What follows belongs to an exercise in optimizing a design on an open flow for small area and a short achievable clock period; a production flow would make more cautious choices.
Function was not checked in any run shown here: the RTL went through the layout flow alone.
No activity file was given, so power comes from the tool's default toggle rates.

==> flow/design.v, too long to show whole: its modules and the start of the top module <==
// module work_zyq: 65 lines
// module zq_rca: 15 lines
// module zq_cneg: 14 lines
// module zq_bcd29: 66 lines
// module zq_ctl: 27 lines
// module zq_v4: 166 lines
// module zq_mul15: 607 lines
// module zq_div15: 591 lines
module work_zyq(CLK,rst,keystat,dataout);
  // ...
==> flow/flow/run.sh <==
#!/bin/bash
# Own layout flow: the standard synthesis and layout, except that
#  - Yosys skips the quick ABC pass inside synth (-noabc), extracts full/half adder
#    cells only in the modules listed in flow/fa_modules.txt (kept apart until mapping,
#    then flattened like the rest), and maps the logic with the area-oriented ABC script
#    in flow/abc.script (no gate upsizing); the next-state module zq_ctl is mapped with
#    ORFS's speed script;
#  - port buffers are buf_2 cells;
#  - the resizer's repair_timing aims at the slack in flow/margin.txt (the SDC's clock is
#    unchanged).
# Each tool's full output goes to a log file in the work folder.
set -euo pipefail
WORK=$(pwd)
FL=$WORK/flow
MARGIN=$(cat "$FL/margin.txt")
FAMODS=$(cat "$FL/fa_modules.txt")

sed -e "s#^source \$::env(SCRIPTS_DIR)/synth_preamble.tcl#source \$::env(SCRIPTS_DIR)/synth_preamble.tcl\nset abc_fast \$abc_args\nset abc_args [lreplace \$abc_args 1 1 $FL/abc.script]#" \
    -e "s#^  extract_fa {\*}\[dont_use_extract_fa_args\]\$#  extract_fa {*}[dont_use_extract_fa_args] $FAMODS#" \
    -e "s#^  log_cmd abc {\*}\$abc_args\$#  log_cmd abc {*}\$abc_fast zq_ctl\n  log_cmd abc {*}\$abc_args \$::env(DESIGN_NAME) $FAMODS#" \
  "$FLOW_HOME/scripts/synth.tcl" > "$WORK/own_synth.tcl"
grep -q "lreplace \$abc_args 1 1" "$WORK/own_synth.tcl"
grep -q "abc_fast zq_ctl" "$WORK/own_synth.tcl"
grep -q "extract_fa {\*}\[dont_use_extract_fa_args\] $FAMODS" "$WORK/own_synth.tcl"
sed "s#\$::env(SCRIPTS_DIR)/synth.tcl#$WORK/own_synth.tcl#" "$WORK/synth_recipe.tcl" > "$WORK/own_synth_recipe.tcl"
grep -q "own_synth.tcl" "$WORK/own_synth_recipe.tcl"
sed "s#SYNTH_SCRIPT=[^ ]*#SYNTH_SCRIPT=$WORK/own_synth_recipe.tcl#" "$WORK/standard.sh" > "$WORK/own_synth.sh"
grep -q "own_synth_recipe.tcl" "$WORK/own_synth.sh"

SYNTH_KEEP_MODULES="zq_ctl $FAMODS" SYNTH_ARGS=-noabc bash "$WORK/own_synth.sh" synth > "$WORK/synth.log" 2>&1
export BUFFER_PORTS_ARGS="-buffer_cell sky130_fd_sc_hd__buf_2"
export SETUP_SLACK_MARGIN=$MARGIN
bash "$WORK/standard.sh" > "$WORK/layout.log" 2>&1
test -f "$WORK/out/final.def"
==> flow/flow/abc.script <==
strash
dch
amap
topo
==> flow/flow/fa_modules.txt <==
zq_mul15
==> flow/flow/margin.txt <==
174.6
==> flow/standard.sh <==
#!/bin/bash
# synth_recipe.tcl (not shown) runs the flow's synth.tcl, then flattens the netlist and writes it again
# the make line also repeats each setting of config.mk as NAME=value (left out here)
make -C /OpenROAD-flow-scripts/flow DESIGN_CONFIG=/design/flow/config.mk WORK_HOME=/design/flow/orfs CLKGATE_MAP_FILE= SYNTH_SCRIPT=/design/flow/synth_recipe.tcl "${@:-finish}"
==> flow/config.mk <==
export PLATFORM = sky130hd
export DESIGN_NAME = work_zyq
export DESIGN_NICKNAME = work_zyq
export VERILOG_FILES = /design/flow/design.v
export SDC_FILE = /design/flow/constraint.sdc
export NUM_CORES = 8
export LEC_CHECK = 0
export CAP_MARGIN = 20
export CORE_MARGIN = 2
export CORE_UTILIZATION = 40
export SLEW_MARGIN = 20
==> flow/constraint.sdc <==
create_clock -name core_clock -period 220.0 [get_ports {CLK}]
set_input_delay 44.0000 -clock core_clock [delete_from_list [all_inputs] [get_ports {CLK}]]
set_output_delay 44.0000 -clock core_clock [all_outputs]
set_load 0.01 [all_outputs]
==> run summary, run 1 <==
status timing/DRC/antenna clean; Syn Inst Count 2631; Die Height 208 um; sequential area share after synthesis 6.59%; Max Fanout on Critical Path between 50 and 60; H-Tree Depth 2; Worst-Margin Slew about 1200 ps; Sequential Power Share ~7.5%; Max Clock Skew about 12 ps; top flop regs dataout (32), first (15), prestat (5); via count of the first global-routing pass 17200; Compound-Gate Fraction of Synth Area 35.0%; TritonRoute pass-1 iters 7; final core utilization a little under half; WP depth 5; crit path DAT 45470 ps; clock buffer count 5; Slowest-stage cell, CP and3_2; crit-path cells buf_6 -> and4bb_2 -> and3_2 -> a22oi_1 -> o32ai_1; hold_sp dataout[28]; Hold WC Path Type flop to flop; Distinct cells, synth 61; Hold-fix buffers, CTS 0; Post-Place Cells about 3200; Worst setup EP type flop; power per cell area around 7.5 nW/um^2; min cycle time layout around 45000 ps
==> module work_zyq, before the edit <==
module work_zyq(CLK,rst,keystat,dataout);
	input CLK;
	input rst;
	input [4:0]keystat;
	output [31:0]dataout;
	reg [31:0]dataout;
	reg [14:0]first;       
	reg [2:0]preop;        
	reg [4:0]prestat;      
	wire [14:0] second;
	zq_v4 uv(.d(dataout[15:0]), .v(second));
	wire subm = preop[0];
	wire [14:0] u;
	wire uco;              
	zq_rca #(15) uas(.a(first), .b(second ^ {15{subm}}), .ci(subm), .s(u), .co(uco));
	wire gt = uco & |u;
	wire [14:0] mag;       
	zq_cneg #(15) uneg(.x(u), .n(~uco), .y(mag));
	wire [15:0] sum = {uco, u};
	wire [28:0] prod;
	zq_mul15 umul(.a(first), .b(second), .p(prod));
	wire [14:0] quo;
	zq_div15 udiv(.n(first), .d(second), .q(quo));
	wire is_add = preop == 3'b110;
	wire is_sub = preop == 3'b111;
	wire is_mul = preop == 3'b100;
	wire is_div = preop == 3'b101;
	wire is_none = ~preop[2];
	wire [28:0] ans = ({29{is_add}} & {13'd0, sum}) |
	                  ({29{is_sub}} & {14'd0, mag}) |
	                  ({29{is_mul}} & prod) |
	                  ({29{is_div}} & {14'd0, quo}) |
	                  ({29{is_none}} & {14'd0, first});
	wire [31:0] bcd;
	zq_bcd29 ubcd(.b(ans), .d(bcd));
	wire neg = is_sub & ~gt;
	wire [4:0] nz;         
	assign nz[0] = |bcd[3:0];
	assign nz[1] = |bcd[7:4];
	assign nz[2] = |bcd[11:8];
	assign nz[3] = |bcd[15:12];
	assign nz[4] = |bcd[19:16];
	wire [5:1] sgn;
	assign sgn[1] = neg & ~|nz[4:1];
	assign sgn[2] = neg & nz[1] & ~|nz[4:2];
	assign sgn[3] = neg & nz[2] & ~|nz[4:3];
	assign sgn[4] = neg & nz[3] & ~nz[4];
	assign sgn[5] = neg & nz[4];
	wire dz = is_div & ~|second;
	wire [31:0] res = dz ? 32'h00000EDD :
		bcd | {8'd0, {4{sgn[5]}}, {4{sgn[4]}}, {4{sgn[3]}}, {4{sgn[2]}}, {4{sgn[1]}}, 4'd0};
	wire [31:0] d_nx;
	wire [14:0] f_nx;
	wire [2:0] p_nx;
	wire [4:0] k_nx;
	zq_ctl uctl(.rst(rst), .keystat(keystat), .prestat(prestat), .dataout(dataout), .res(res),
		.first(first), .second(second), .preop(preop),
		.d_nx(d_nx), .f_nx(f_nx), .p_nx(p_nx), .k_nx(k_nx));
	always @(posedge CLK) begin
		dataout <= d_nx;
		first <= f_nx;
		preop <= p_nx;
		prestat <= k_nx;
	end
endmodule
==> module zq_div15, before the edit <==
module zq_div15(n, d, q);
	input [14:0] n, d;
	output [14:0] q;
	wire q_1, q_2, q_3, q_4, q_5, q_6, q_7, q_8, q_9, q_10, q_11, q_12, q_13, q_14, q_15, q_16;
	wire q_17, q_18, q_19, q_20, q_21, q_22, q_23, q_24, q_25, q_26, q_27, q_28, q_29, q_30, q_31, q_32;
	wire q_33, q_34, q_35, q_36, q_37, q_38, q_39, q_40, q_41, q_42, q_43, q_44, q_45, q_46, q_47, q_48;
	wire q_49, q_50, q_51, q_52, q_53, q_54, q_55, q_56, q_57, q_58, q_59, q_60, q_61, q_62, q_63, q_64;
	wire q_65, q_66, q_67, q_68, q_69, q_70, q_71, q_72, q_73, q_74, q_75, q_76, q_77, q_78, q_79, q_80;
	wire q_81, q_82, q_83, q_84, q_85, q_86, q_87, q_88, q_89, q_90, q_91, q_92, q_93, q_94, q_95, q_96;
	wire q_97, q_98, q_99, q_100, q_101, q_102, q_103, q_104, q_105, q_106, q_107, q_108, q_109, q_110, q_111, q_112;
	wire q_113, q_114, q_115, q_116, q_117, q_118, q_119, q_120, q_121, q_122, q_123, q_124, q_125, q_126, q_127, q_128;
	wire q_129, q_130, q_131, q_132, q_133, q_134, q_135, q_136, q_137, q_138, q_139, q_140, q_141, q_142, q_143, q_144;
	wire q_145, q_146, q_147, q_148, q_149, q_150, q_151, q_152, q_153, q_154, q_155, q_156, q_157, q_158, q_159, q_160;
	wire q_161, q_162, q_163, q_164, q_165, q_166, q_167, q_168, q_169, q_170, q_171, q_172, q_173, q_174, q_175, q_176;
	wire q_177, q_178, q_179, q_180, q_181, q_182, q_183, q_184, q_185, q_186, q_187, q_188, q_189, q_190, q_191, q_192;
	wire q_193, q_194, q_195, q_196, q_197, q_198, q_199, q_200, q_201, q_202, q_203, q_204, q_205, q_206, q_207, q_208;
	wire q_209, q_210, q_211, q_212, q_213, q_214, q_215, q_216, q_217, q_218, q_219, q_220, q_221, q_222, q_223, q_224;
	wire q_225, q_226, q_227, q_228, q_229, q_230, q_231, q_232, q_233, q_234, q_235, q_236, q_237, q_238, q_239, q_240;
	wire q_241, q_242, q_243, q_244, q_245, q_246, q_247, q_248, q_249, q_250, q_251, q_252, q_253, q_254, q_255, q_256;
	wire q_257, q_258, q_259, q_260, q_261, q_262, q_263, q_264, q_265, q_266, q_267, q_268, q_269, q_270, q_271, q_272;
	wire q_273, q_274, q_275, q_276, q_277, q_278, q_279, q_280, q_281, q_282, q_283, q_284, q_285, q_286, q_287, q_288;
	wire q_289, q_290, q_291, q_292, q_293, q_294, q_295, q_296, q_297, q_298, q_299, q_300, q_301, q_302, q_303, q_304;
	wire q_305, q_306, q_307, q_308, q_309, q_310, q_311, q_312, q_313, q_314, q_315, q_316, q_317, q_318, q_319, q_320;
	wire q_321, q_322, q_323, q_324, q_325, q_326, q_327, q_328, q_329, q_330, q_331, q_332, q_333, q_334, q_335, q_336;
	wire q_337, q_338, q_339, q_340, q_341, q_342, q_343, q_344, q_345, q_346, q_347, q_348, q_349, q_350, q_351, q_352;
	wire q_353, q_354, q_355, q_356, q_357, q_358, q_359, q_360, q_361, q_362, q_363, q_364, q_365, q_366, q_367, q_368;
	wire q_369, q_370, q_371, q_372, q_373, q_374, q_375, q_376, q_377, q_378, q_379, q_380, q_381, q_382, q_383, q_384;
	wire q_385, q_386, q_387, q_388, q_389, q_390, q_391, q_392, q_393, q_394, q_395, q_396, q_397, q_398, q_399, q_400;
	wire q_401, q_402, q_403, q_404, q_405, q_406, q_407, q_408, q_409, q_410, q_411, q_412, q_413, q_414, q_415, q_416;
	wire q_417, q_418, q_419, q_420, q_421, q_422, q_423, q_424, q_425, q_426, q_427, q_428, q_429, q_430, q_431, q_432;
	wire q_433, q_434, q_435, q_436, q_437, q_438, q_439, q_440, q_441, q_442, q_443, q_444, q_445, q_446, q_447, q_448;
	wire q_449, q_450, q_451, q_452, q_453, q_454, q_455, q_456, q_457, q_458, q_459, q_460, q_461, q_462, q_463, q_464;
	wire q_465, q_466, q_467, q_468, q_469, q_470, q_471, q_472, q_473, q_474, q_475, q_476, q_477, q_478, q_479, q_480;
	wire q_481, q_482, q_483, q_484, q_485, q_486, q_487, q_488, q_489, q_490, q_491, q_492, q_493, q_494, q_495, q_496;
	wire q_497, q_498, q_499, q_500, q_501, q_502, q_503, q_504, q_505, q_506, q_507, q_508, q_509, q_510, q_511, q_512;
	wire q_513, q_514, q_515, q_516, q_517, q_518, q_519, q_520, q_521, q_522, q_523, q_524, q_525, q_526, q_527, q_528;
	wire q_529, q_530, q_531, q_532, q_533, q_534, q_535, q_536, q_537, q_538, q_539, q_540, q_541, q_542, q_543, q_544;
	wire q_545, q_546, q_547, q_548, q_549, q_550, q_551;
	assign q_1 = ~d[0];
	assign q_2 = n[14] ^ q_1 ^ 1'b1;
	assign q_3 = (n[14] & q_1) | (n[14] & 1'b1) | (q_1 & 1'b1);
	assign q_4 = q_3 & ~|d[14:1];
	assign q_5 = q_4 ? q_2 : n[14];
	assign q_6 = ~d[0];
	assign q_7 = ~d[1];
	assign q_8 = n[13] ^ q_6 ^ 1'b1;
	assign q_9 = (n[13] & q_6) | (n[13] & 1'b1) | (q_6 & 1'b1);
	assign q_10 = q_5 ^ q_7 ^ q_9;
	assign q_11 = (q_5 & q_7) | (q_5 & q_9) | (q_7 & q_9);
	assign q_12 = q_11 & ~|d[14:2];
	assign q_13 = q_12 ? q_8 : n[13];
	assign q_14 = q_12 ? q_10 : q_5;
	assign q_15 = ~d[0];
	assign q_16 = ~d[1];
	assign q_17 = ~d[2];
	assign q_18 = n[12] ^ q_15 ^ 1'b1;
	assign q_19 = (n[12] & q_15) | (n[12] & 1'b1) | (q_15 & 1'b1);
	assign q_20 = q_13 ^ q_16 ^ q_19;
	assign q_21 = (q_13 & q_16) | (q_13 & q_19) | (q_16 & q_19);
	assign q_22 = q_14 ^ q_17 ^ q_21;
	assign q_23 = (q_14 & q_17) | (q_14 & q_21) | (q_17 & q_21);
	assign q_24 = q_23 & ~|d[14:3];
	assign q_25 = q_24 ? q_18 : n[12];
	assign q_26 = q_24 ? q_20 : q_13;
	assign q_27 = q_24 ? q_22 : q_14;
	assign q_28 = ~d[0];
	assign q_29 = ~d[1];
	assign q_30 = ~d[2];
	assign q_31 = ~d[3];
	assign q_32 = n[11] ^ q_28 ^ 1'b1;
	assign q_33 = (n[11] & q_28) | (n[11] & 1'b1) | (q_28 & 1'b1);
	assign q_34 = q_25 ^ q_29 ^ q_33;
	assign q_35 = (q_25 & q_29) | (q_25 & q_33) | (q_29 & q_33);
	assign q_36 = q_26 ^ q_30 ^ q_35;
	assign q_37 = (q_26 & q_30) | (q_26 & q_35) | (q_30 & q_35);
	assign q_38 = q_27 ^ q_31 ^ q_37;
	assign q_39 = (q_27 & q_31) | (q_27 & q_37) | (q_31 & q_37);
	assign q_40 = q_39 & ~|d[14:4];
	assign q_41 = q_40 ? q_32 : n[11];
	assign q_42 = q_40 ? q_34 : q_25;
	assign q_43 = q_40 ? q_36 : q_26;
	assign q_44 = q_40 ? q_38 : q_27;
	assign q_45 = ~d[0];
	assign q_46 = ~d[1];
	assign q_47 = ~d[2];
	assign q_48 = ~d[3];
	assign q_49 = ~d[4];
	assign q_50 = n[10] ^ q_45 ^ 1'b1;
	assign q_51 = (n[10] & q_45) | (n[10] & 1'b1) | (q_45 & 1'b1);
	assign q_52 = q_41 ^ q_46 ^ q_51;
	assign q_53 = (q_41 & q_46) | (q_41 & q_51) | (q_46 & q_51);
	assign q_54 = q_42 ^ q_47 ^ q_53;
	assign q_55 = (q_42 & q_47) | (q_42 & q_53) | (q_47 & q_53);
	assign q_56 = q_43 ^ q_48 ^ q_55;
	assign q_57 = (q_43 & q_48) | (q_43 & q_55) | (q_48 & q_55);
	assign q_58 = q_44 ^ q_49 ^ q_57;
	assign q_59 = (q_44 & q_49) | (q_44 & q_57) | (q_49 & q_57);
	assign q_60 = q_59 & ~|d[14:5];
	assign q_61 = q_60 ? q_50 : n[10];
	assign q_62 = q_60 ? q_52 : q_41;
	assign q_63 = q_60 ? q_54 : q_42;
	assign q_64 = q_60 ? q_56 : q_43;
	assign q_65 = q_60 ? q_58 : q_44;
	assign q_66 = ~d[0];
	assign q_67 = ~d[1];
	assign q_68 = ~d[2];
	assign q_69 = ~d[3];
	assign q_70 = ~d[4];
	assign q_71 = ~d[5];
	assign q_72 = n[9] ^ q_66 ^ 1'b1;
	assign q_73 = (n[9] & q_66) | (n[9] & 1'b1) | (q_66 & 1'b1);
	assign q_74 = q_61 ^ q_67 ^ q_73;
	assign q_75 = (q_61 & q_67) | (q_61 & q_73) | (q_67 & q_73);
	assign q_76 = q_62 ^ q_68 ^ q_75;
	assign q_77 = (q_62 & q_68) | (q_62 & q_75) | (q_68 & q_75);
	assign q_78 = q_63 ^ q_69 ^ q_77;
	assign q_79 = (q_63 & q_69) | (q_63 & q_77) | (q_69 & q_77);
	assign q_80 = q_64 ^ q_70 ^ q_79;
	assign q_81 = (q_64 & q_70) | (q_64 & q_79) | (q_70 & q_79);
	assign q_82 = q_65 ^ q_71 ^ q_81;
	assign q_83 = (q_65 & q_71) | (q_65 & q_81) | (q_71 & q_81);
	assign q_84 = q_83 & ~|d[14:6];
	assign q_85 = q_84 ? q_72 : n[9];
	assign q_86 = q_84 ? q_74 : q_61;
	assign q_87 = q_84 ? q_76 : q_62;
	assign q_88 = q_84 ? q_78 : q_63;
	assign q_89 = q_84 ? q_80 : q_64;
	assign q_90 = q_84 ? q_82 : q_65;
	assign q_91 = ~d[0];
	assign q_92 = ~d[1];
	assign q_93 = ~d[2];
	assign q_94 = ~d[3];
	assign q_95 = ~d[4];
	assign q_96 = ~d[5];
	assign q_97 = ~d[6];
	assign q_98 = n[8] ^ q_91 ^ 1'b1;
	assign q_99 = (n[8] & q_91) | (n[8] & 1'b1) | (q_91 & 1'b1);
	assign q_100 = q_85 ^ q_92 ^ q_99;
	assign q_101 = (q_85 & q_92) | (q_85 & q_99) | (q_92 & q_99);
	assign q_102 = q_86 ^ q_93 ^ q_101;
	assign q_103 = (q_86 & q_93) | (q_86 & q_101) | (q_93 & q_101);
	assign q_104 = q_87 ^ q_94 ^ q_103;
	assign q_105 = (q_87 & q_94) | (q_87 & q_103) | (q_94 & q_103);
	assign q_106 = q_88 ^ q_95 ^ q_105;
	assign q_107 = (q_88 & q_95) | (q_88 & q_105) | (q_95 & q_105);
	assign q_108 = q_89 ^ q_96 ^ q_107;
	assign q_109 = (q_89 & q_96) | (q_89 & q_107) | (q_96 & q_107);
	assign q_110 = q_90 ^ q_97 ^ q_109;
	assign q_111 = (q_90 & q_97) | (q_90 & q_109) | (q_97 & q_109);
	assign q_112 = q_111 & ~|d[14:7];
	assign q_113 = q_112 ? q_98 : n[8];
	assign q_114 = q_112 ? q_100 : q_85;
	assign q_115 = q_112 ? q_102 : q_86;
	assign q_116 = q_112 ? q_104 : q_87;
	assign q_117 = q_112 ? q_106 : q_88;
	assign q_118 = q_112 ? q_108 : q_89;
	assign q_119 = q_112 ? q_110 : q_90;
	assign q_120 = ~d[0];
	assign q_121 = ~d[1];
	assign q_122 = ~d[2];
	assign q_123 = ~d[3];
	assign q_124 = ~d[4];
	assign q_125 = ~d[5];
	assign q_126 = ~d[6];
	assign q_127 = ~d[7];
	assign q_128 = n[7] ^ q_120 ^ 1'b1;
	assign q_129 = (n[7] & q_120) | (n[7] & 1'b1) | (q_120 & 1'b1);
	assign q_130 = q_113 ^ q_121 ^ q_129;
	assign q_131 = (q_113 & q_121) | (q_113 & q_129) | (q_121 & q_129);
	assign q_132 = q_114 ^ q_122 ^ q_131;
	assign q_133 = (q_114 & q_122) | (q_114 & q_131) | (q_122 & q_131);
	assign q_134 = q_115 ^ q_123 ^ q_133;
	assign q_135 = (q_115 & q_123) | (q_115 & q_133) | (q_123 & q_133);
	assign q_136 = q_116 ^ q_124 ^ q_135;
	assign q_137 = (q_116 & q_124) | (q_116 & q_135) | (q_124 & q_135);
	assign q_138 = q_117 ^ q_125 ^ q_137;
	assign q_139 = (q_117 & q_125) | (q_117 & q_137) | (q_125 & q_137);
	assign q_140 = q_118 ^ q_126 ^ q_139;
	assign q_141 = (q_118 & q_126) | (q_118 & q_139) | (q_126 & q_139);
	assign q_142 = q_119 ^ q_127 ^ q_141;
	assign q_143 = (q_119 & q_127) | (q_119 & q_141) | (q_127 & q_141);
	assign q_144 = q_143 & ~|d[14:8];
	assign q_145 = q_144 ? q_128 : n[7];
	assign q_146 = q_144 ? q_130 : q_113;
	assign q_147 = q_144 ? q_132 : q_114;
	assign q_148 = q_144 ? q_134 : q_115;
	assign q_149 = q_144 ? q_136 : q_116;
	assign q_150 = q_144 ? q_138 : q_117;
	assign q_151 = q_144 ? q_140 : q_118;
	assign q_152 = q_144 ? q_142 : q_119;
	assign q_153 = ~d[0];
	assign q_154 = ~d[1];
	assign q_155 = ~d[2];
	assign q_156 = ~d[3];
	assign q_157 = ~d[4];
	assign q_158 = ~d[5];
	assign q_159 = ~d[6];
	assign q_160 = ~d[7];
	assign q_161 = ~d[8];
	assign q_162 = n[6] ^ q_153 ^ 1'b1;
	assign q_163 = (n[6] & q_153) | (n[6] & 1'b1) | (q_153 & 1'b1);
	assign q_164 = q_145 ^ q_154 ^ q_163;
	assign q_165 = (q_145 & q_154) | (q_145 & q_163) | (q_154 & q_163);
	assign q_166 = q_146 ^ q_155 ^ q_165;
	assign q_167 = (q_146 & q_155) | (q_146 & q_165) | (q_155 & q_165);
	assign q_168 = q_147 ^ q_156 ^ q_167;
	assign q_169 = (q_147 & q_156) | (q_147 & q_167) | (q_156 & q_167);
	assign q_170 = q_148 ^ q_157 ^ q_169;
	assign q_171 = (q_148 & q_157) | (q_148 & q_169) | (q_157 & q_169);
	assign q_172 = q_149 ^ q_158 ^ q_171;
	assign q_173 = (q_149 & q_158) | (q_149 & q_171) | (q_158 & q_171);
	assign q_174 = q_150 ^ q_159 ^ q_173;
	assign q_175 = (q_150 & q_159) | (q_150 & q_173) | (q_159 & q_173);
	assign q_176 = q_151 ^ q_160 ^ q_175;
	assign q_177 = (q_151 & q_160) | (q_151 & q_175) | (q_160 & q_175);
	assign q_178 = q_152 ^ q_161 ^ q_177;
	assign q_179 = (q_152 & q_161) | (q_152 & q_177) | (q_161 & q_177);
	assign q_180 = q_179 & ~|d[14:9];
	assign q_181 = q_180 ? q_162 : n[6];
	assign q_182 = q_180 ? q_164 : q_145;
	assign q_183 = q_180 ? q_166 : q_146;
	assign q_184 = q_180 ? q_168 : q_147;
	assign q_185 = q_180 ? q_170 : q_148;
	assign q_186 = q_180 ? q_172 : q_149;
	assign q_187 = q_180 ? q_174 : q_150;
	assign q_188 = q_180 ? q_176 : q_151;
	assign q_189 = q_180 ? q_178 : q_152;
	assign q_190 = ~d[0];
	assign q_191 = ~d[1];
	assign q_192 = ~d[2];
	assign q_193 = ~d[3];
	assign q_194 = ~d[4];
	assign q_195 = ~d[5];
	assign q_196 = ~d[6];
	assign q_197 = ~d[7];
	assign q_198 = ~d[8];
	assign q_199 = ~d[9];
	assign q_200 = n[5] ^ q_190 ^ 1'b1;
	assign q_201 = (n[5] & q_190) | (n[5] & 1'b1) | (q_190 & 1'b1);
	assign q_202 = q_181 ^ q_191 ^ q_201;
	assign q_203 = (q_181 & q_191) | (q_181 & q_201) | (q_191 & q_201);
	assign q_204 = q_182 ^ q_192 ^ q_203;
	assign q_205 = (q_182 & q_192) | (q_182 & q_203) | (q_192 & q_203);
	assign q_206 = q_183 ^ q_193 ^ q_205;
	assign q_207 = (q_183 & q_193) | (q_183 & q_205) | (q_193 & q_205);
	assign q_208 = q_184 ^ q_194 ^ q_207;
	assign q_209 = (q_184 & q_194) | (q_184 & q_207) | (q_194 & q_207);
	assign q_210 = q_185 ^ q_195 ^ q_209;
	assign q_211 = (q_185 & q_195) | (q_185 & q_209) | (q_195 & q_209);
	assign q_212 = q_186 ^ q_196 ^ q_211;
	assign q_213 = (q_186 & q_196) | (q_186 & q_211) | (q_196 & q_211);
	assign q_214 = q_187 ^ q_197 ^ q_213;
	assign q_215 = (q_187 & q_197) | (q_187 & q_213) | (q_197 & q_213);
	assign q_216 = q_188 ^ q_198 ^ q_215;
	assign q_217 = (q_188 & q_198) | (q_188 & q_215) | (q_198 & q_215);
	assign q_218 = q_189 ^ q_199 ^ q_217;
	assign q_219 = (q_189 & q_199) | (q_189 & q_217) | (q_199 & q_217);
	assign q_220 = q_219 & ~|d[14:10];
	assign q_221 = q_220 ? q_200 : n[5];
	assign q_222 = q_220 ? q_202 : q_181;
	assign q_223 = q_220 ? q_204 : q_182;
	assign q_224 = q_220 ? q_206 : q_183;
	assign q_225 = q_220 ? q_208 : q_184;
	assign q_226 = q_220 ? q_210 : q_185;
	assign q_227 = q_220 ? q_212 : q_186;
	assign q_228 = q_220 ? q_214 : q_187;
	assign q_229 = q_220 ? q_216 : q_188;
	assign q_230 = q_220 ? q_218 : q_189;
	assign q_231 = ~d[0];
	assign q_232 = ~d[1];
	assign q_233 = ~d[2];
	assign q_234 = ~d[3];
	assign q_235 = ~d[4];
	assign q_236 = ~d[5];
	assign q_237 = ~d[6];
	assign q_238 = ~d[7];
	assign q_239 = ~d[8];
	assign q_240 = ~d[9];
	assign q_241 = ~d[10];
	assign q_242 = n[4] ^ q_231 ^ 1'b1;
	assign q_243 = (n[4] & q_231) | (n[4] & 1'b1) | (q_231 & 1'b1);
	assign q_244 = q_221 ^ q_232 ^ q_243;
	assign q_245 = (q_221 & q_232) | (q_221 & q_243) | (q_232 & q_243);
	assign q_246 = q_222 ^ q_233 ^ q_245;
	assign q_247 = (q_222 & q_233) | (q_222 & q_245) | (q_233 & q_245);
	assign q_248 = q_223 ^ q_234 ^ q_247;
	assign q_249 = (q_223 & q_234) | (q_223 & q_247) | (q_234 & q_247);
	assign q_250 = q_224 ^ q_235 ^ q_249;
	assign q_251 = (q_224 & q_235) | (q_224 & q_249) | (q_235 & q_249);
	assign q_252 = q_225 ^ q_236 ^ q_251;
	assign q_253 = (q_225 & q_236) | (q_225 & q_251) | (q_236 & q_251);
	assign q_254 = q_226 ^ q_237 ^ q_253;
	assign q_255 = (q_226 & q_237) | (q_226 & q_253) | (q_237 & q_253);
	assign q_256 = q_227 ^ q_238 ^ q_255;
	assign q_257 = (q_227 & q_238) | (q_227 & q_255) | (q_238 & q_255);
	assign q_258 = q_228 ^ q_239 ^ q_257;
	assign q_259 = (q_228 & q_239) | (q_228 & q_257) | (q_239 & q_257);
	assign q_260 = q_229 ^ q_240 ^ q_259;
	assign q_261 = (q_229 & q_240) | (q_229 & q_259) | (q_240 & q_259);
	assign q_262 = q_230 ^ q_241 ^ q_261;
	assign q_263 = (q_230 & q_241) | (q_230 & q_261) | (q_241 & q_261);
	assign q_264 = q_263 & ~|d[14:11];
	assign q_265 = q_264 ? q_242 : n[4];
	assign q_266 = q_264 ? q_244 : q_221;
	assign q_267 = q_264 ? q_246 : q_222;
	assign q_268 = q_264 ? q_248 : q_223;
	assign q_269 = q_264 ? q_250 : q_224;
	assign q_270 = q_264 ? q_252 : q_225;
	assign q_271 = q_264 ? q_254 : q_226;
	assign q_272 = q_264 ? q_256 : q_227;
	assign q_273 = q_264 ? q_258 : q_228;
	assign q_274 = q_264 ? q_260 : q_229;
	assign q_275 = q_264 ? q_262 : q_230;
	assign q_276 = ~d[0];
	assign q_277 = ~d[1];
	assign q_278 = ~d[2];
	assign q_279 = ~d[3];
	assign q_280 = ~d[4];
	assign q_281 = ~d[5];
	assign q_282 = ~d[6];
	assign q_283 = ~d[7];
	assign q_284 = ~d[8];
	assign q_285 = ~d[9];
	assign q_286 = ~d[10];
	assign q_287 = ~d[11];
	assign q_288 = n[3] ^ q_276 ^ 1'b1;
	assign q_289 = (n[3] & q_276) | (n[3] & 1'b1) | (q_276 & 1'b1);
	assign q_290 = q_265 ^ q_277 ^ q_289;
	assign q_291 = (q_265 & q_277) | (q_265 & q_289) | (q_277 & q_289);
	assign q_292 = q_266 ^ q_278 ^ q_291;
	assign q_293 = (q_266 & q_278) | (q_266 & q_291) | (q_278 & q_291);
	assign q_294 = q_267 ^ q_279 ^ q_293;
	assign q_295 = (q_267 & q_279) | (q_267 & q_293) | (q_279 & q_293);
	assign q_296 = q_268 ^ q_280 ^ q_295;
	assign q_297 = (q_268 & q_280) | (q_268 & q_295) | (q_280 & q_295);
	assign q_298 = q_269 ^ q_281 ^ q_297;
	assign q_299 = (q_269 & q_281) | (q_269 & q_297) | (q_281 & q_297);
	assign q_300 = q_270 ^ q_282 ^ q_299;
	assign q_301 = (q_270 & q_282) | (q_270 & q_299) | (q_282 & q_299);
	assign q_302 = q_271 ^ q_283 ^ q_301;
	assign q_303 = (q_271 & q_283) | (q_271 & q_301) | (q_283 & q_301);
	assign q_304 = q_272 ^ q_284 ^ q_303;
	assign q_305 = (q_272 & q_284) | (q_272 & q_303) | (q_284 & q_303);
	assign q_306 = q_273 ^ q_285 ^ q_305;
	assign q_307 = (q_273 & q_285) | (q_273 & q_305) | (q_285 & q_305);
	assign q_308 = q_274 ^ q_286 ^ q_307;
	assign q_309 = (q_274 & q_286) | (q_274 & q_307) | (q_286 & q_307);
	assign q_310 = q_275 ^ q_287 ^ q_309;
	assign q_311 = (q_275 & q_287) | (q_275 & q_309) | (q_287 & q_309);
	assign q_312 = q_311 & ~|d[14:12];
	assign q_313 = q_312 ? q_288 : n[3];
	assign q_314 = q_312 ? q_290 : q_265;
	assign q_315 = q_312 ? q_292 : q_266;
	assign q_316 = q_312 ? q_294 : q_267;
	assign q_317 = q_312 ? q_296 : q_268;
	assign q_318 = q_312 ? q_298 : q_269;
	assign q_319 = q_312 ? q_300 : q_270;
	assign q_320 = q_312 ? q_302 : q_271;
	assign q_321 = q_312 ? q_304 : q_272;
	assign q_322 = q_312 ? q_306 : q_273;
	assign q_323 = q_312 ? q_308 : q_274;
	assign q_324 = q_312 ? q_310 : q_275;
	assign q_325 = ~d[0];
	assign q_326 = ~d[1];
	assign q_327 = ~d[2];
	assign q_328 = ~d[3];
	assign q_329 = ~d[4];
	assign q_330 = ~d[5];
	assign q_331 = ~d[6];
	assign q_332 = ~d[7];
	assign q_333 = ~d[8];
	assign q_334 = ~d[9];
	assign q_335 = ~d[10];
	assign q_336 = ~d[11];
	assign q_337 = ~d[12];
	assign q_338 = n[2] ^ q_325 ^ 1'b1;
	assign q_339 = (n[2] & q_325) | (n[2] & 1'b1) | (q_325 & 1'b1);
	assign q_340 = q_313 ^ q_326 ^ q_339;
	assign q_341 = (q_313 & q_326) | (q_313 & q_339) | (q_326 & q_339);
	assign q_342 = q_314 ^ q_327 ^ q_341;
	assign q_343 = (q_314 & q_327) | (q_314 & q_341) | (q_327 & q_341);
	assign q_344 = q_315 ^ q_328 ^ q_343;
	assign q_345 = (q_315 & q_328) | (q_315 & q_343) | (q_328 & q_343);
	assign q_346 = q_316 ^ q_329 ^ q_345;
	assign q_347 = (q_316 & q_329) | (q_316 & q_345) | (q_329 & q_345);
	assign q_348 = q_317 ^ q_330 ^ q_347;
	assign q_349 = (q_317 & q_330) | (q_317 & q_347) | (q_330 & q_347);
	assign q_350 = q_318 ^ q_331 ^ q_349;
	assign q_351 = (q_318 & q_331) | (q_318 & q_349) | (q_331 & q_349);
	assign q_352 = q_319 ^ q_332 ^ q_351;
	assign q_353 = (q_319 & q_332) | (q_319 & q_351) | (q_332 & q_351);
	assign q_354 = q_320 ^ q_333 ^ q_353;
	assign q_355 = (q_320 & q_333) | (q_320 & q_353) | (q_333 & q_353);
	assign q_356 = q_321 ^ q_334 ^ q_355;
	assign q_357 = (q_321 & q_334) | (q_321 & q_355) | (q_334 & q_355);
	assign q_358 = q_322 ^ q_335 ^ q_357;
	assign q_359 = (q_322 & q_335) | (q_322 & q_357) | (q_335 & q_357);
	assign q_360 = q_323 ^ q_336 ^ q_359;
	assign q_361 = (q_323 & q_336) | (q_323 & q_359) | (q_336 & q_359);
	assign q_362 = q_324 ^ q_337 ^ q_361;
	assign q_363 = (q_324 & q_337) | (q_324 & q_361) | (q_337 & q_361);
	assign q_364 = q_363 & ~|d[14:13];
	assign q_365 = q_364 ? q_338 : n[2];
	assign q_366 = q_364 ? q_340 : q_313;
	assign q_367 = q_364 ? q_342 : q_314;
	assign q_368 = q_364 ? q_344 : q_315;
	assign q_369 = q_364 ? q_346 : q_316;
	assign q_370 = q_364 ? q_348 : q_317;
	assign q_371 = q_364 ? q_350 : q_318;
	assign q_372 = q_364 ? q_352 : q_319;
	assign q_373 = q_364 ? q_354 : q_320;
	assign q_374 = q_364 ? q_356 : q_321;
	assign q_375 = q_364 ? q_358 : q_322;
	assign q_376 = q_364 ? q_360 : q_323;
	assign q_377 = q_364 ? q_362 : q_324;
	assign q_378 = ~d[0];
	assign q_379 = ~d[1];
	assign q_380 = ~d[2];
	assign q_381 = ~d[3];
	assign q_382 = ~d[4];
	assign q_383 = ~d[5];
	assign q_384 = ~d[6];
	assign q_385 = ~d[7];
	assign q_386 = ~d[8];
	assign q_387 = ~d[9];
	assign q_388 = ~d[10];
	assign q_389 = ~d[11];
	assign q_390 = ~d[12];
	assign q_391 = ~d[13];
	assign q_392 = n[1] ^ q_378 ^ 1'b1;
	assign q_393 = (n[1] & q_378) | (n[1] & 1'b1) | (q_378 & 1'b1);
	assign q_394 = q_365 ^ q_379 ^ q_393;
	assign q_395 = (q_365 & q_379) | (q_365 & q_393) | (q_379 & q_393);
	assign q_396 = q_366 ^ q_380 ^ q_395;
	assign q_397 = (q_366 & q_380) | (q_366 & q_395) | (q_380 & q_395);
	assign q_398 = q_367 ^ q_381 ^ q_397;
	assign q_399 = (q_367 & q_381) | (q_367 & q_397) | (q_381 & q_397);
	assign q_400 = q_368 ^ q_382 ^ q_399;
	assign q_401 = (q_368 & q_382) | (q_368 & q_399) | (q_382 & q_399);
	assign q_402 = q_369 ^ q_383 ^ q_401;
	assign q_403 = (q_369 & q_383) | (q_369 & q_401) | (q_383 & q_401);
	assign q_404 = q_370 ^ q_384 ^ q_403;
	assign q_405 = (q_370 & q_384) | (q_370 & q_403) | (q_384 & q_403);
	assign q_406 = q_371 ^ q_385 ^ q_405;
	assign q_407 = (q_371 & q_385) | (q_371 & q_405) | (q_385 & q_405);
	assign q_408 = q_372 ^ q_386 ^ q_407;
	assign q_409 = (q_372 & q_386) | (q_372 & q_407) | (q_386 & q_407);
	assign q_410 = q_373 ^ q_387 ^ q_409;
	assign q_411 = (q_373 & q_387) | (q_373 & q_409) | (q_387 & q_409);
	assign q_412 = q_374 ^ q_388 ^ q_411;
	assign q_413 = (q_374 & q_388) | (q_374 & q_411) | (q_388 & q_411);
	assign q_414 = q_375 ^ q_389 ^ q_413;
	assign q_415 = (q_375 & q_389) | (q_375 & q_413) | (q_389 & q_413);
	assign q_416 = q_376 ^ q_390 ^ q_415;
	assign q_417 = (q_376 & q_390) | (q_376 & q_415) | (q_390 & q_415);
	assign q_418 = q_377 ^ q_391 ^ q_417;
	assign q_419 = (q_377 & q_391) | (q_377 & q_417) | (q_391 & q_417);
	assign q_420 = q_419 & ~|d[14:14];
	assign q_421 = q_420 ? q_392 : n[1];
	assign q_422 = q_420 ? q_394 : q_365;
	assign q_423 = q_420 ? q_396 : q_366;
	assign q_424 = q_420 ? q_398 : q_367;
	assign q_425 = q_420 ? q_400 : q_368;
	assign q_426 = q_420 ? q_402 : q_369;
	assign q_427 = q_420 ? q_404 : q_370;
	assign q_428 = q_420 ? q_406 : q_371;
	assign q_429 = q_420 ? q_408 : q_372;
	assign q_430 = q_420 ? q_410 : q_373;
	assign q_431 = q_420 ? q_412 : q_374;
	assign q_432 = q_420 ? q_414 : q_375;
	assign q_433 = q_420 ? q_416 : q_376;
	assign q_434 = q_420 ? q_418 : q_377;
	assign q_435 = ~d[0];
	assign q_436 = ~d[1];
	assign q_437 = ~d[2];
	assign q_438 = ~d[3];
	assign q_439 = ~d[4];
	assign q_440 = ~d[5];
	assign q_441 = ~d[6];
	assign q_442 = ~d[7];
	assign q_443 = ~d[8];
	assign q_444 = ~d[9];
	assign q_445 = ~d[10];
	assign q_446 = ~d[11];
	assign q_447 = ~d[12];
	assign q_448 = ~d[13];
	assign q_449 = ~d[14];
	assign q_450 = n[0] & q_435;
	assign q_451 = n[0] ^ q_435;
	assign q_452 = q_421 & q_436;
	assign q_453 = q_421 ^ q_436;
	assign q_454 = q_422 & q_437;
	assign q_455 = q_422 ^ q_437;
	assign q_456 = q_423 & q_438;
	assign q_457 = q_423 ^ q_438;
	assign q_458 = q_424 & q_439;
	assign q_459 = q_424 ^ q_439;
	assign q_460 = q_425 & q_440;
	assign q_461 = q_425 ^ q_440;
	assign q_462 = q_426 & q_441;
	assign q_463 = q_426 ^ q_441;
	assign q_464 = q_427 & q_442;
	assign q_465 = q_427 ^ q_442;
	assign q_466 = q_428 & q_443;
	assign q_467 = q_428 ^ q_443;
	assign q_468 = q_429 & q_444;
	assign q_469 = q_429 ^ q_444;
	assign q_470 = q_430 & q_445;
	assign q_471 = q_430 ^ q_445;
	assign q_472 = q_431 & q_446;
	assign q_473 = q_431 ^ q_446;
	assign q_474 = q_432 & q_447;
	assign q_475 = q_432 ^ q_447;
	assign q_476 = q_433 & q_448;
	assign q_477 = q_433 ^ q_448;
	assign q_478 = q_434 & q_449;
	assign q_479 = q_434 ^ q_449;
	assign q_480 = q_450 | (q_451 & 1'b1);
	assign q_481 = q_452 | (q_453 & q_480);
	assign q_482 = q_453 & q_451;
	assign q_483 = q_456 | (q_457 & q_454);
	assign q_484 = q_457 & q_455;
	assign q_485 = q_460 | (q_461 & q_458);
	assign q_486 = q_461 & q_459;
	assign q_487 = q_464 | (q_465 & q_462);
	assign q_488 = q_465 & q_463;
	assign q_489 = q_468 | (q_469 & q_466);
	assign q_490 = q_469 & q_467;
	assign q_491 = q_472 | (q_473 & q_470);
	assign q_492 = q_473 & q_471;
	assign q_493 = q_476 | (q_477 & q_474);
	assign q_494 = q_477 & q_475;
	assign q_495 = q_454 | (q_455 & q_481);
	assign q_496 = q_455 & q_482;
	assign q_497 = q_483 | (q_484 & q_481);
	assign q_498 = q_484 & q_482;
	assign q_499 = q_462 | (q_463 & q_485);
	assign q_500 = q_463 & q_486;
	assign q_501 = q_487 | (q_488 & q_485);
	assign q_502 = q_488 & q_486;
	assign q_503 = q_470 | (q_471 & q_489);
	assign q_504 = q_471 & q_490;
	assign q_505 = q_491 | (q_492 & q_489);
	assign q_506 = q_492 & q_490;
	assign q_507 = q_478 | (q_479 & q_493);
	assign q_508 = q_479 & q_494;
	assign q_509 = q_458 | (q_459 & q_497);
	assign q_510 = q_459 & q_498;
	assign q_511 = q_485 | (q_486 & q_497);
	assign q_512 = q_486 & q_498;
	assign q_513 = q_499 | (q_500 & q_497);
	assign q_514 = q_500 & q_498;
	assign q_515 = q_501 | (q_502 & q_497);
	assign q_516 = q_502 & q_498;
	assign q_517 = q_474 | (q_475 & q_505);
	assign q_518 = q_475 & q_506;
	assign q_519 = q_493 | (q_494 & q_505);
	assign q_520 = q_494 & q_506;
	assign q_521 = q_507 | (q_508 & q_505);
	assign q_522 = q_508 & q_506;
	assign q_523 = q_466 | (q_467 & q_515);
	assign q_524 = q_467 & q_516;
	assign q_525 = q_489 | (q_490 & q_515);
	assign q_526 = q_490 & q_516;
	assign q_527 = q_503 | (q_504 & q_515);
	assign q_528 = q_504 & q_516;
	assign q_529 = q_505 | (q_506 & q_515);
	assign q_530 = q_506 & q_516;
	assign q_531 = q_517 | (q_518 & q_515);
	assign q_532 = q_518 & q_516;
	assign q_533 = q_519 | (q_520 & q_515);
	assign q_534 = q_520 & q_516;
	assign q_535 = q_521 | (q_522 & q_515);
	assign q_536 = q_522 & q_516;
	assign q_537 = q_451 ^ 1'b1;
	assign q_538 = q_453 ^ q_480;
	assign q_539 = q_455 ^ q_481;
	assign q_540 = q_457 ^ q_495;
	assign q_541 = q_459 ^ q_497;
	assign q_542 = q_461 ^ q_509;
	assign q_543 = q_463 ^ q_511;
	assign q_544 = q_465 ^ q_513;
	assign q_545 = q_467 ^ q_515;
	assign q_546 = q_469 ^ q_523;
	assign q_547 = q_471 ^ q_525;
	assign q_548 = q_473 ^ q_527;
	assign q_549 = q_475 ^ q_529;
	assign q_550 = q_477 ^ q_531;
	assign q_551 = q_479 ^ q_533;
	assign q = {q_4, q_12, q_24, q_40, q_60, q_84, q_112, q_144, q_180, q_220, q_264, q_312, q_364, q_420, q_535};
endmodule
==> inputs of run 2 (changes only) <==
--- a/flow/design.v
+++ b/flow/design.v
@@ -15,8 +15,8 @@
 	zq_rca #(15) uas(.a(first), .b(second ^ {15{subm}}), .ci(subm), .s(u), .co(uco));
 	wire gt = uco & |u;
 	wire [14:0] mag;       
-	zq_cneg #(15) uneg(.x(u), .n(~uco), .y(mag));
-	wire [15:0] sum = {uco, u};
+	zq_cneg #(15) uneg(.x(u), .n(subm & ~uco), .y(mag));
+	wire [15:0] sum = {uco, mag};
 	wire [28:0] prod;
 	zq_mul15 umul(.a(first), .b(second), .p(prod));
 	wire [14:0] quo;
@@ -26,8 +26,8 @@
 	wire is_mul = preop == 3'b100;
 	wire is_div = preop == 3'b101;
 	wire is_none = ~preop[2];
-	wire [28:0] ans = ({29{is_add}} & {13'd0, sum}) |
-	                  ({29{is_sub}} & {14'd0, mag}) |
+	wire [28:0] ans = ({29{is_add}} & {13'd0, uco, 15'd0}) |
+	                  ({29{is_add | is_sub}} & {14'd0, mag}) |
 	                  ({29{is_mul}} & prod) |
 	                  ({29{is_div}} & {14'd0, quo}) |
 	                  ({29{is_none}} & {14'd0, first});
@@ -995,7 +995,8 @@
 	wire q_497, q_498, q_499, q_500, q_501, q_502, q_503, q_504, q_505, q_506, q_507, q_508, q_509, q_510, q_511, q_512;
 	wire q_513, q_514, q_515, q_516, q_517, q_518, q_519, q_520, q_521, q_522, q_523, q_524, q_525, q_526, q_527, q_528;
 	wire q_529, q_530, q_531, q_532, q_533, q_534, q_535, q_536, q_537, q_538, q_539, q_540, q_541, q_542, q_543, q_544;
-	wire q_545, q_546, q_547, q_548, q_549, q_550, q_551;
+	wire q_545, q_546, q_547, q_548, q_549, q_550, q_551, q_552, q_553, q_554, q_555, q_556, q_557, q_558, q_559, q_560;
+	wire q_561, q_562, q_563, q_564, q_565, q_566, q_567, q_568, q_569, q_570, q_571, q_572, q_573;
 	assign q_1 = ~d[0];
 	assign q_2 = n[14] ^ q_1 ^ 1'b1;
 	assign q_3 = (n[14] & q_1) | (n[14] & 1'b1) | (q_1 & 1'b1);
@@ -1401,8 +1402,8 @@
 	assign q_403 = (q_369 & q_383) | (q_369 & q_401) | (q_383 & q_401);
 	assign q_404 = q_370 ^ q_384 ^ q_403;
 	assign q_405 = (q_370 & q_384) | (q_370 & q_403) | (q_384 & q_403);
-	assign q_406 = q_371 ^ q_385 ^ q_405;
-	assign q_407 = (q_371 & q_385) | (q_371 & q_405) | (q_385 & q_405);
+	assign q_406 = q_371 ^ q_385;
+	assign q_407 = q_371 & q_385;
 	assign q_408 = q_372 ^ q_386 ^ q_407;
 	assign q_409 = (q_372 & q_386) | (q_372 & q_407) | (q_386 & q_407);
 	assign q_410 = q_373 ^ q_387 ^ q_409;
@@ -1415,137 +1416,159 @@
 	assign q_417 = (q_376 & q_390) | (q_376 & q_415) | (q_390 & q_415);
 	assign q_418 = q_377 ^ q_391 ^ q_417;
 	assign q_419 = (q_377 & q_391) | (q_377 & q_417) | (q_391 & q_417);
-	assign q_420 = q_419 & ~|d[14:14];
-	assign q_421 = q_420 ? q_392 : n[1];
-	assign q_422 = q_420 ? q_394 : q_365;
-	assign q_423 = q_420 ? q_396 : q_366;
-	assign q_424 = q_420 ? q_398 : q_367;
-	assign q_425 = q_420 ? q_400 : q_368;
-	assign q_426 = q_420 ? q_402 : q_369;
-	assign q_427 = q_420 ? q_404 : q_370;
-	assign q_428 = q_420 ? q_406 : q_371;
-	assign q_429 = q_420 ? q_408 : q_372;
-	assign q_430 = q_420 ? q_410 : q_373;
-	assign q_431 = q_420 ? q_412 : q_374;
-	assign q_432 = q_420 ? q_414 : q_375;
-	assign q_433 = q_420 ? q_416 : q_376;
-	assign q_434 = q_420 ? q_418 : q_377;
-	assign q_435 = ~d[0];
-	assign q_436 = ~d[1];
-	assign q_437 = ~d[2];
-	assign q_438 = ~d[3];
-	assign q_439 = ~d[4];
-	assign q_440 = ~d[5];
-	assign q_441 = ~d[6];
-	assign q_442 = ~d[7];
-	assign q_443 = ~d[8];
-	assign q_444 = ~d[9];
-	assign q_445 = ~d[10];
-	assign q_446 = ~d[11];
-	assign q_447 = ~d[12];
-	assign q_448 = ~d[13];
-	assign q_449 = ~d[14];
-	assign q_450 = n[0] & q_435;
-	assign q_451 = n[0] ^ q_435;
-	assign q_452 = q_421 & q_436;
-	assign q_453 = q_421 ^ q_436;
-	assign q_454 = q_422 & q_437;
-	assign q_455 = q_422 ^ q_437;
-	assign q_456 = q_423 & q_438;
-	assign q_457 = q_423 ^ q_438;
-	assign q_458 = q_424 & q_439;
-	assign q_459 = q_424 ^ q_439;
-	assign q_460 = q_425 & q_440;
-	assign q_461 = q_425 ^ q_440;
-	assign q_462 = q_426 & q_441;
-	assign q_463 = q_426 ^ q_441;
-	assign q_464 = q_427 & q_442;
-	assign q_465 = q_427 ^ q_442;
-	assign q_466 = q_428 & q_443;
-	assign q_467 = q_428 ^ q_443;
-	assign q_468 = q_429 & q_444;
-	assign q_469 = q_429 ^ q_444;
-	assign q_470 = q_430 & q_445;
-	assign q_471 = q_430 ^ q_445;
-	assign q_472 = q_431 & q_446;
-	assign q_473 = q_431 ^ q_446;
-	assign q_474 = q_432 & q_447;
-	assign q_475 = q_432 ^ q_447;
-	assign q_476 = q_433 & q_448;
-	assign q_477 = q_433 ^ q_448;
-	assign q_478 = q_434 & q_449;
-	assign q_479 = q_434 ^ q_449;
-	assign q_480 = q_450 | (q_451 & 1'b1);
-	assign q_481 = q_452 | (q_453 & q_480);
-	assign q_482 = q_453 & q_451;
-	assign q_483 = q_456 | (q_457 & q_454);
-	assign q_484 = q_457 & q_455;
-	assign q_485 = q_460 | (q_461 & q_458);
-	assign q_486 = q_461 & q_459;
-	assign q_487 = q_464 | (q_465 & q_462);
-	assign q_488 = q_465 & q_463;
-	assign q_489 = q_468 | (q_469 & q_466);
-	assign q_490 = q_469 & q_467;
-	assign q_491 = q_472 | (q_473 & q_470);
-	assign q_492 = q_473 & q_471;
-	assign q_493 = q_476 | (q_477 & q_474);
-	assign q_494 = q_477 & q_475;
-	assign q_495 = q_454 | (q_455 & q_481);
-	assign q_496 = q_455 & q_482;
-	assign q_497 = q_483 | (q_484 & q_481);
-	assign q_498 = q_484 & q_482;
-	assign q_499 = q_462 | (q_463 & q_485);
-	assign q_500 = q_463 & q_486;
-	assign q_501 = q_487 | (q_488 & q_485);
-	assign q_502 = q_488 & q_486;
-	assign q_503 = q_470 | (q_471 & q_489);
-	assign q_504 = q_471 & q_490;
-	assign q_505 = q_491 | (q_492 & q_489);
-	assign q_506 = q_492 & q_490;
-	assign q_507 = q_478 | (q_479 & q_493);
-	assign q_508 = q_479 & q_494;
-	assign q_509 = q_458 | (q_459 & q_497);
-	assign q_510 = q_459 & q_498;
-	assign q_511 = q_485 | (q_486 & q_497);
-	assign q_512 = q_486 & q_498;
-	assign q_513 = q_499 | (q_500 & q_497);
-	assign q_514 = q_500 & q_498;
-	assign q_515 = q_501 | (q_502 & q_497);
-	assign q_516 = q_502 & q_498;
-	assign q_517 = q_474 | (q_475 & q_505);
-	assign q_518 = q_475 & q_506;
-	assign q_519 = q_493 | (q_494 & q_505);
-	assign q_520 = q_494 & q_506;
-	assign q_521 = q_507 | (q_508 & q_505);
-	assign q_522 = q_508 & q_506;
-	assign q_523 = q_466 | (q_467 & q_515);
-	assign q_524 = q_467 & q_516;
-	assign q_525 = q_489 | (q_490 & q_515);
-	assign q_526 = q_490 & q_516;
-	assign q_527 = q_503 | (q_504 & q_515);
-	assign q_528 = q_504 & q_516;
-	assign q_529 = q_505 | (q_506 & q_515);
-	assign q_530 = q_506 & q_516;
-	assign q_531 = q_517 | (q_518 & q_515);
-	assign q_532 = q_518 & q_516;
-	assign q_533 = q_519 | (q_520 & q_515);
-	assign q_534 = q_520 & q_516;
-	assign q_535 = q_521 | (q_522 & q_515);
-	assign q_536 = q_522 & q_516;
-	assign q_537 = q_451 ^ 1'b1;
-	assign q_538 = q_453 ^ q_480;
-	assign q_539 = q_455 ^ q_481;
-	assign q_540 = q_457 ^ q_495;
-	assign q_541 = q_459 ^ q_497;
-	assign q_542 = q_461 ^ q_509;
-	assign q_543 = q_463 ^ q_511;
-	assign q_544 = q_465 ^ q_513;
-	assign q_545 = q_467 ^ q_515;
-	assign q_546 = q_469 ^ q_523;
-	assign q_547 = q_471 ^ q_525;
-	assign q_548 = q_473 ^ q_527;
-	assign q_549 = q_475 ^ q_529;
-	assign q_550 = q_477 ^ q_531;
-	assign q_551 = q_479 ^ q_533;
-	assign q = {q_4, q_12, q_24, q_40, q_60, q_84, q_112, q_144, q_180, q_220, q_264, q_312, q_364, q_420, q_535};
+	assign q_420 = q_371 ^ q_385 ^ 1'b1;
+	assign q_421 = (q_371 & q_385) | (q_371 & 1'b1) | (q_385 & 1'b1);
+	assign q_422 = q_372 ^ q_386 ^ q_421;
+	assign q_423 = (q_372 & q_386) | (q_372 & q_421) | (q_386 & q_421);
+	assign q_424 = q_373 ^ q_387 ^ q_423;
+	assign q_425 = (q_373 & q_387) | (q_373 & q_423) | (q_387 & q_423);
+	assign q_426 = q_374 ^ q_388 ^ q_425;
+	assign q_427 = (q_374 & q_388) | (q_374 & q_425) | (q_388 & q_425);
+	assign q_428 = q_375 ^ q_389 ^ q_427;
+	assign q_429 = (q_375 & q_389) | (q_375 & q_427) | (q_389 & q_427);
+	assign q_430 = q_376 ^ q_390 ^ q_429;
+	assign q_431 = (q_376 & q_390) | (q_376 & q_429) | (q_390 & q_429);
+	assign q_432 = q_377 ^ q_391 ^ q_431;
+	assign q_433 = (q_377 & q_391) | (q_377 & q_431) | (q_391 & q_431);
+	assign q_434 = q_405 ? q_420 : q_406;
+	assign q_435 = q_405 ? q_422 : q_408;
+	assign q_436 = q_405 ? q_424 : q_410;
+	assign q_437 = q_405 ? q_426 : q_412;
+	assign q_438 = q_405 ? q_428 : q_414;
+	assign q_439 = q_405 ? q_430 : q_416;
+	assign q_440 = q_405 ? q_432 : q_418;
+	assign q_441 = q_405 ? q_433 : q_419;
+	assign q_442 = q_441 & ~|d[14:14];
+	assign q_443 = q_442 ? q_392 : n[1];
+	assign q_444 = q_442 ? q_394 : q_365;
+	assign q_445 = q_442 ? q_396 : q_366;
+	assign q_446 = q_442 ? q_398 : q_367;
+	assign q_447 = q_442 ? q_400 : q_368;
+	assign q_448 = q_442 ? q_402 : q_369;
+	assign q_449 = q_442 ? q_404 : q_370;
+	assign q_450 = q_442 ? q_434 : q_371;
+	assign q_451 = q_442 ? q_435 : q_372;
+	assign q_452 = q_442 ? q_436 : q_373;
+	assign q_453 = q_442 ? q_437 : q_374;
+	assign q_454 = q_442 ? q_438 : q_375;
+	assign q_455 = q_442 ? q_439 : q_376;
+	assign q_456 = q_442 ? q_440 : q_377;
+	assign q_457 = ~d[0];
+	assign q_458 = ~d[1];
+	assign q_459 = ~d[2];
+	assign q_460 = ~d[3];
+	assign q_461 = ~d[4];
+	assign q_462 = ~d[5];
+	assign q_463 = ~d[6];
+	assign q_464 = ~d[7];
+	assign q_465 = ~d[8];
+	assign q_466 = ~d[9];
+	assign q_467 = ~d[10];
+	assign q_468 = ~d[11];
+	assign q_469 = ~d[12];
+	assign q_470 = ~d[13];
+	assign q_471 = ~d[14];
+	assign q_472 = n[0] & q_457;
+	assign q_473 = n[0] ^ q_457;
+	assign q_474 = q_443 & q_458;
+	assign q_475 = q_443 ^ q_458;
+	assign q_476 = q_444 & q_459;
+	assign q_477 = q_444 ^ q_459;
+	assign q_478 = q_445 & q_460;
+	assign q_479 = q_445 ^ q_460;
+	assign q_480 = q_446 & q_461;
+	assign q_481 = q_446 ^ q_461;
+	assign q_482 = q_447 & q_462;
+	assign q_483 = q_447 ^ q_462;
+	assign q_484 = q_448 & q_463;
+	assign q_485 = q_448 ^ q_463;
+	assign q_486 = q_449 & q_464;
+	assign q_487 = q_449 ^ q_464;
+	assign q_488 = q_450 & q_465;
+	assign q_489 = q_450 ^ q_465;
+	assign q_490 = q_451 & q_466;
+	assign q_491 = q_451 ^ q_466;
+	assign q_492 = q_452 & q_467;
+	assign q_493 = q_452 ^ q_467;
+	assign q_494 = q_453 & q_468;
+	assign q_495 = q_453 ^ q_468;
+	assign q_496 = q_454 & q_469;
+	assign q_497 = q_454 ^ q_469;
+	assign q_498 = q_455 & q_470;
+	assign q_499 = q_455 ^ q_470;
+	assign q_500 = q_456 & q_471;
+	assign q_501 = q_456 ^ q_471;
+	assign q_502 = q_472 | (q_473 & 1'b1);
+	assign q_503 = q_474 | (q_475 & q_502);
+	assign q_504 = q_475 & q_473;
+	assign q_505 = q_478 | (q_479 & q_476);
+	assign q_506 = q_479 & q_477;
+	assign q_507 = q_482 | (q_483 & q_480);
+	assign q_508 = q_483 & q_481;
+	assign q_509 = q_486 | (q_487 & q_484);
+	assign q_510 = q_487 & q_485;
+	assign q_511 = q_490 | (q_491 & q_488);
+	assign q_512 = q_491 & q_489;
+	assign q_513 = q_494 | (q_495 & q_492);
+	assign q_514 = q_495 & q_493;
+	assign q_515 = q_498 | (q_499 & q_496);
+	assign q_516 = q_499 & q_497;
+	assign q_517 = q_476 | (q_477 & q_503);
+	assign q_518 = q_477 & q_504;
+	assign q_519 = q_505 | (q_506 & q_503);
+	assign q_520 = q_506 & q_504;
+	assign q_521 = q_484 | (q_485 & q_507);
+	assign q_522 = q_485 & q_508;
+	assign q_523 = q_509 | (q_510 & q_507);
+	assign q_524 = q_510 & q_508;
+	assign q_525 = q_492 | (q_493 & q_511);
+	assign q_526 = q_493 & q_512;
+	assign q_527 = q_513 | (q_514 & q_511);
+	assign q_528 = q_514 & q_512;
+	assign q_529 = q_500 | (q_501 & q_515);
+	assign q_530 = q_501 & q_516;
+	assign q_531 = q_480 | (q_481 & q_519);
+	assign q_532 = q_481 & q_520;
+	assign q_533 = q_507 | (q_508 & q_519);
+	assign q_534 = q_508 & q_520;
+	assign q_535 = q_521 | (q_522 & q_519);
+	assign q_536 = q_522 & q_520;
+	assign q_537 = q_523 | (q_524 & q_519);
+	assign q_538 = q_524 & q_520;
+	assign q_539 = q_496 | (q_497 & q_527);
+	assign q_540 = q_497 & q_528;
+	assign q_541 = q_515 | (q_516 & q_527);
+	assign q_542 = q_516 & q_528;
+	assign q_543 = q_529 | (q_530 & q_527);
+	assign q_544 = q_530 & q_528;
+	assign q_545 = q_488 | (q_489 & q_537);
+	assign q_546 = q_489 & q_538;
+	assign q_547 = q_511 | (q_512 & q_537);
+	assign q_548 = q_512 & q_538;
+	assign q_549 = q_525 | (q_526 & q_537);
+	assign q_550 = q_526 & q_538;
+	assign q_551 = q_527 | (q_528 & q_537);
+	assign q_552 = q_528 & q_538;
+	assign q_553 = q_539 | (q_540 & q_537);
+	assign q_554 = q_540 & q_538;
+	assign q_555 = q_541 | (q_542 & q_537);
+	assign q_556 = q_542 & q_538;
+	assign q_557 = q_543 | (q_544 & q_537);
+	assign q_558 = q_544 & q_538;
+	assign q_559 = q_473 ^ 1'b1;
+	assign q_560 = q_475 ^ q_502;
+	assign q_561 = q_477 ^ q_503;
+	assign q_562 = q_479 ^ q_517;
+	assign q_563 = q_481 ^ q_519;
+	assign q_564 = q_483 ^ q_531;
+	assign q_565 = q_485 ^ q_533;
+	assign q_566 = q_487 ^ q_535;
+	assign q_567 = q_489 ^ q_537;
+	assign q_568 = q_491 ^ q_545;
+	assign q_569 = q_493 ^ q_547;
+	assign q_570 = q_495 ^ q_549;
+	assign q_571 = q_497 ^ q_551;
+	assign q_572 = q_499 ^ q_553;
+	assign q_573 = q_501 ^ q_555;
+	assign q = {q_4, q_12, q_24, q_40, q_60, q_84, q_112, q_144, q_180, q_220, q_264, q_312, q_364, q_442, q_557};
 endmodule
==> run 2 against run 1 <==
- still clean
- routed wire length is 4.4% lower
- power is 2.3% lower
- combinational power hardly changed
- core utilization is 2.1 points lower
- synthesized cell count is 0.53% higher
- hold slack better by 4.3 ps
- clock skew is 2.9 ps lower
- via count is 1.1% lower
- sequential cell count stayed put
- sequential share of layout area is 0.12 points higher
- critical endpoint is now dataout[28]
- largest power group unchanged
==> run summary, run 2 <==
Most flops, register dataout; crit path DAT 45450 ps (-20 ps); WS Path Type input pin to flop; initial antenna violation count 2; Sequential Power Share 7.7% (+0.2 points); sequential area share after synthesis 6.56% (-0.022 points); Max Clk Rate 22.1 MHz; Layout area overhead 7.73%; Post-synth EDFFs 0; hpwl dp around 40000 um; Slew Viols, Final 0; Ports 39; Syn Nets about 2800; Multi-input gate area ~14000 sq um; Worst-path clk slew roughly 70 ps; R2R setup slack around 180000 ps; commonest non-fill, non-tap cell in the layout nor2_1; max reg flops 32; DRC violations left 0; status timing/DRC/antenna clean; mux contribution to synthesized area 1.34%; Max-slew headroom 39.4%; initial DRC count ~1400; Hold-fix buffers, CTS 0 (unchanged); Hold Path Depth 2; P_int 0.0572 mW; FF-to-FF Start dataout[12]; Post-Synth Adder-Cell Area between 20% and 30%; max_cap viols 0; Max Clock Skew 9.31 ps (-2.88 ps); Die Height 209 um (+0.17%); Max Fanout on Critical Path 56 (unchanged); crit path capture dataout[28]; most frequent cell after synthesis nor2_1; hold_ws between 400 and 500 ps; fill count 4382; xor and xnor area share after synthesis between 3 and 4%; Yosys reg bits 55; maximum VDD drop 0.00988 mV; Initial Util slightly above 40%; Syn. warnings 2; Synth area leaders fa_1 20%, nor2_1 15%, o21ai_0 9.1%; Distinct cells, synth 64 (+4.9%); Longest Clk Path Bufs 2; final layout net count ~2900; Hold WC Path Type flop to flop; gpl congestion about 0.92; logic gate share of total power a little under nine tenths; Setup crit start kind input pin; Synth top cells by count 686 x nor2_1, 305 x o21ai_0, 279 x clkinv_1; register area 1110 sq um; Critical Path RT roughly 220000 ps; most frequent cells in the layout 680 x nor2_1, 275 x clkinv_1, 270 x o21ai_0; Die Span X around 210 um; Compound-Gate Fraction of Synth Area 34.9% (-0.10 points); Syn Std Cell Area approximately 17000 sq um; Num CTS Buffers 5; power share of the clock group between 6 and 7%; Die ar. 43600 sq um; post-synth top area share between 20% and 30%; grt total ovfl 0; RSZ-0062 raised after global routing true; Root Buffer clkbuf_16; H-Tree Depth 2 (unchanged); CTS tree done; Post-Place Cells 3191 (+0.35%); clock latency reported for the late side of the worst-skew pair 300 ps; PnR Total Power roughly 0.14 mW; drt total wl roughly 52000 um; non-filler cells, final around 3200; min cycle time layout 45310 ps (-7.00 ps); Psw roughly 0.08 mW; Syn Inst Count 2645 (+0.53%); Final setup viols 0; drt via density roughly 5.8; Core Area ~42000 sq um; RR Endpoint dataout[0]; via count of the first global-routing pass 17300 (+0.61%); final core utilization 43.4% (-2.1 points); Total GRT Usage between 20% and 30%; CTS Sinks 55; top flop regs dataout (32), first (15), prestat (5); Post-Synthesis Mean Instance Area roughly 6.3 sq um; Worst setup EP type flop; final period utilization between 20% and 30%; TritonRoute pass-1 iters 6 (-1); P_leak 6.92 nW; Worst-Margin Slew 907 ps (-304 ps); layout cell share with drive strength beyond 1 roughly 6.3%; antenna-violating nets left 0; power per cell area 7.57 nW/um^2 (+0.85%); crit path launch rst; setup TNS 0 ps; sw frac about three fifths; Top FF cell, synth dfxtp_1; largest net degree at the start of global routing 57; routed len/inst approximately 16 um; Synth Area in Simple Gates 23.8%; Core Rows 75; global-route wire length before repair roughly 84000 um; Post-synth ARST share 0%; I/O Buffers 38; Register-to-Register Path Depth 268; Final Hold Vio Count 0; via count roughly 19000; largest family of logic cells by synthesized area compound AO/OA/AOI/OAI gates; cell taking the most area after synthesis fa_1
[run 2: changes by cell type after synthesis, moves of 4 or more]
cell | before | now
xor2_1 | 48 | 52
nand2_1 | 208 | 202
o21ai_0 | 295 | 305
clkinv_1 | 270 | 279
a222oi_1 | 16 | 8
o22a_1 | 41 | 37
a211oi_1 | 82 | 76
o22ai_1 | 138 | 145
[run 2: area by class of cell]
cell class	count	share of cell area [%]
Timing Repair Buffer	79	2.86
Multi-Input combinational cell	2229	79.8
Antenna cell	1	0.0138
Sequential cell	55	6.13
Clock buffer	6	0.768
Inverter	312	6.50
Clock inverter	2	0.215
Tap cell	539	3.73
[run 2: logic make-up (layout without fill, tap and decap cells)]
kind of cell / Yosys count / count (layout)
simple gates: 997 / 998
compound gates: 967 / 967
buf+inv: 362 / 399
fa+ha+maj: 183 / 183
xor+xnor: 64 / 64
flops: 55 / 55
mux: 17 / 17
other cells: 0 / 1
[run 2: routing by layer]
metal  global-route usage [%]  wire, um  vias to the layer above
met4                     5.47      1110                        0
met3                     2.43      2600                       83
met2                     40.9     25000                      463
met5                        0         0                        -
met1                     30.4     23200                     8776
li1                         -         -                     9388
[run 2: stage by stage]
step / area (sq um) / worst slack [ps]
after floorplan: 16800 / 174690
after global placement: 17500 / 173690
after detailed placement: 17500 / 173710
after CTS: 17700 / 174610
after global routing: 18100 / 174200
final: 18100 / 174690
[run 2: modules after synthesis, one instance, submodules excluded]
module	flip-flops and latches	cell area, sq um	cells inside
zq_mul15	0	4720	445
work_zyq	55	10800	2025
zq_ctl	0	1270	175
[run 2: worst min path at each step]
stage | slack [ps] | end | from
floorplan | 500 | dataout[31] | dataout[31]
global placement | 470 | dataout[31] | dataout[31]
detailed placement | 470 | dataout[31] | dataout[31]
CTS | 480 | dataout[31] | dataout[31]
global route | 510 | dataout[29] | dataout[29]
finish | 480 | dataout[31] | dataout[31]
[run 2: power groups by stage]
| stage | sequential (mW) | clock [mW] | combinational [mW] |
|---|---|---|---|
| 5_1_grt | 0.0105 | 0.00995 | 0.131 |
| 6_report | 0.0105 | 0.00941 | 0.117 |
| 3_3_place_gp | 0.0107 | 0 | 0.108 |
| 2_1_floorplan | 0.0106 | 0 | 0.0894 |
| 4_1_cts | 0.0105 | 0.00947 | 0.111 |
| 3_5_place_dp | 0.0107 | 0 | 0.111 |
[run 2: what timing repair did]
action	in CTS	in global routing
cloned	0	1
endpoints found under the setup margin	50	38
resized for setup	7	84
pin swaps	2	17
buffers inserted	0	22
[run 2: critical path, cell delays in order]
cell	delay (ps)
buf_6	330
and4bb_2	290
and3_2	420
a22oi_1	260
o32ai_1	130

-- what the ideal ports hide --
In the flow no input, the clock included, has a driving cell. The finished layouts below were timed again as built, in two steps.
Step 1 (the two cells are an assumption about what drives the block):
set clk [get_ports {CLK}]
set_driving_cell -lib_cell sky130_fd_sc_hd__clkbuf_16 $clk
set_driving_cell -lib_cell sky130_fd_sc_hd__buf_2 [delete_from_list [all_inputs] $clk]
Step 2, shift: input delay + t, output delay - t, t = (earliest + latest rising clock arrival at the registers) / 2. This alone moves slack from input paths to output paths.
Three values: ideal, step 1, step 2; two values: the first two.
| run | t, ns | slack for setup (ns) | worst hold slack (ns) | clock arrival spread, ns | cell pins on the clock port's net |
|---|---|---|---|---|---|
| run 1 | 0.343 | 174.684 / 174.695 / 174.352 | 0.472 / 0.472 / 0.472 | 0.012 / 0.012 | 1 |
| run 2 | 0.338 | 174.691 / 174.684 / 174.347 | 0.476 / 0.476 / 0.476 | 0.009 / 0.009 | 1 |
After both steps every run listed still meets setup and hold. For run 2, which loses most, drivers alone change the setup slack by -0.007 ns; drivers and shift together by -0.344 ns.
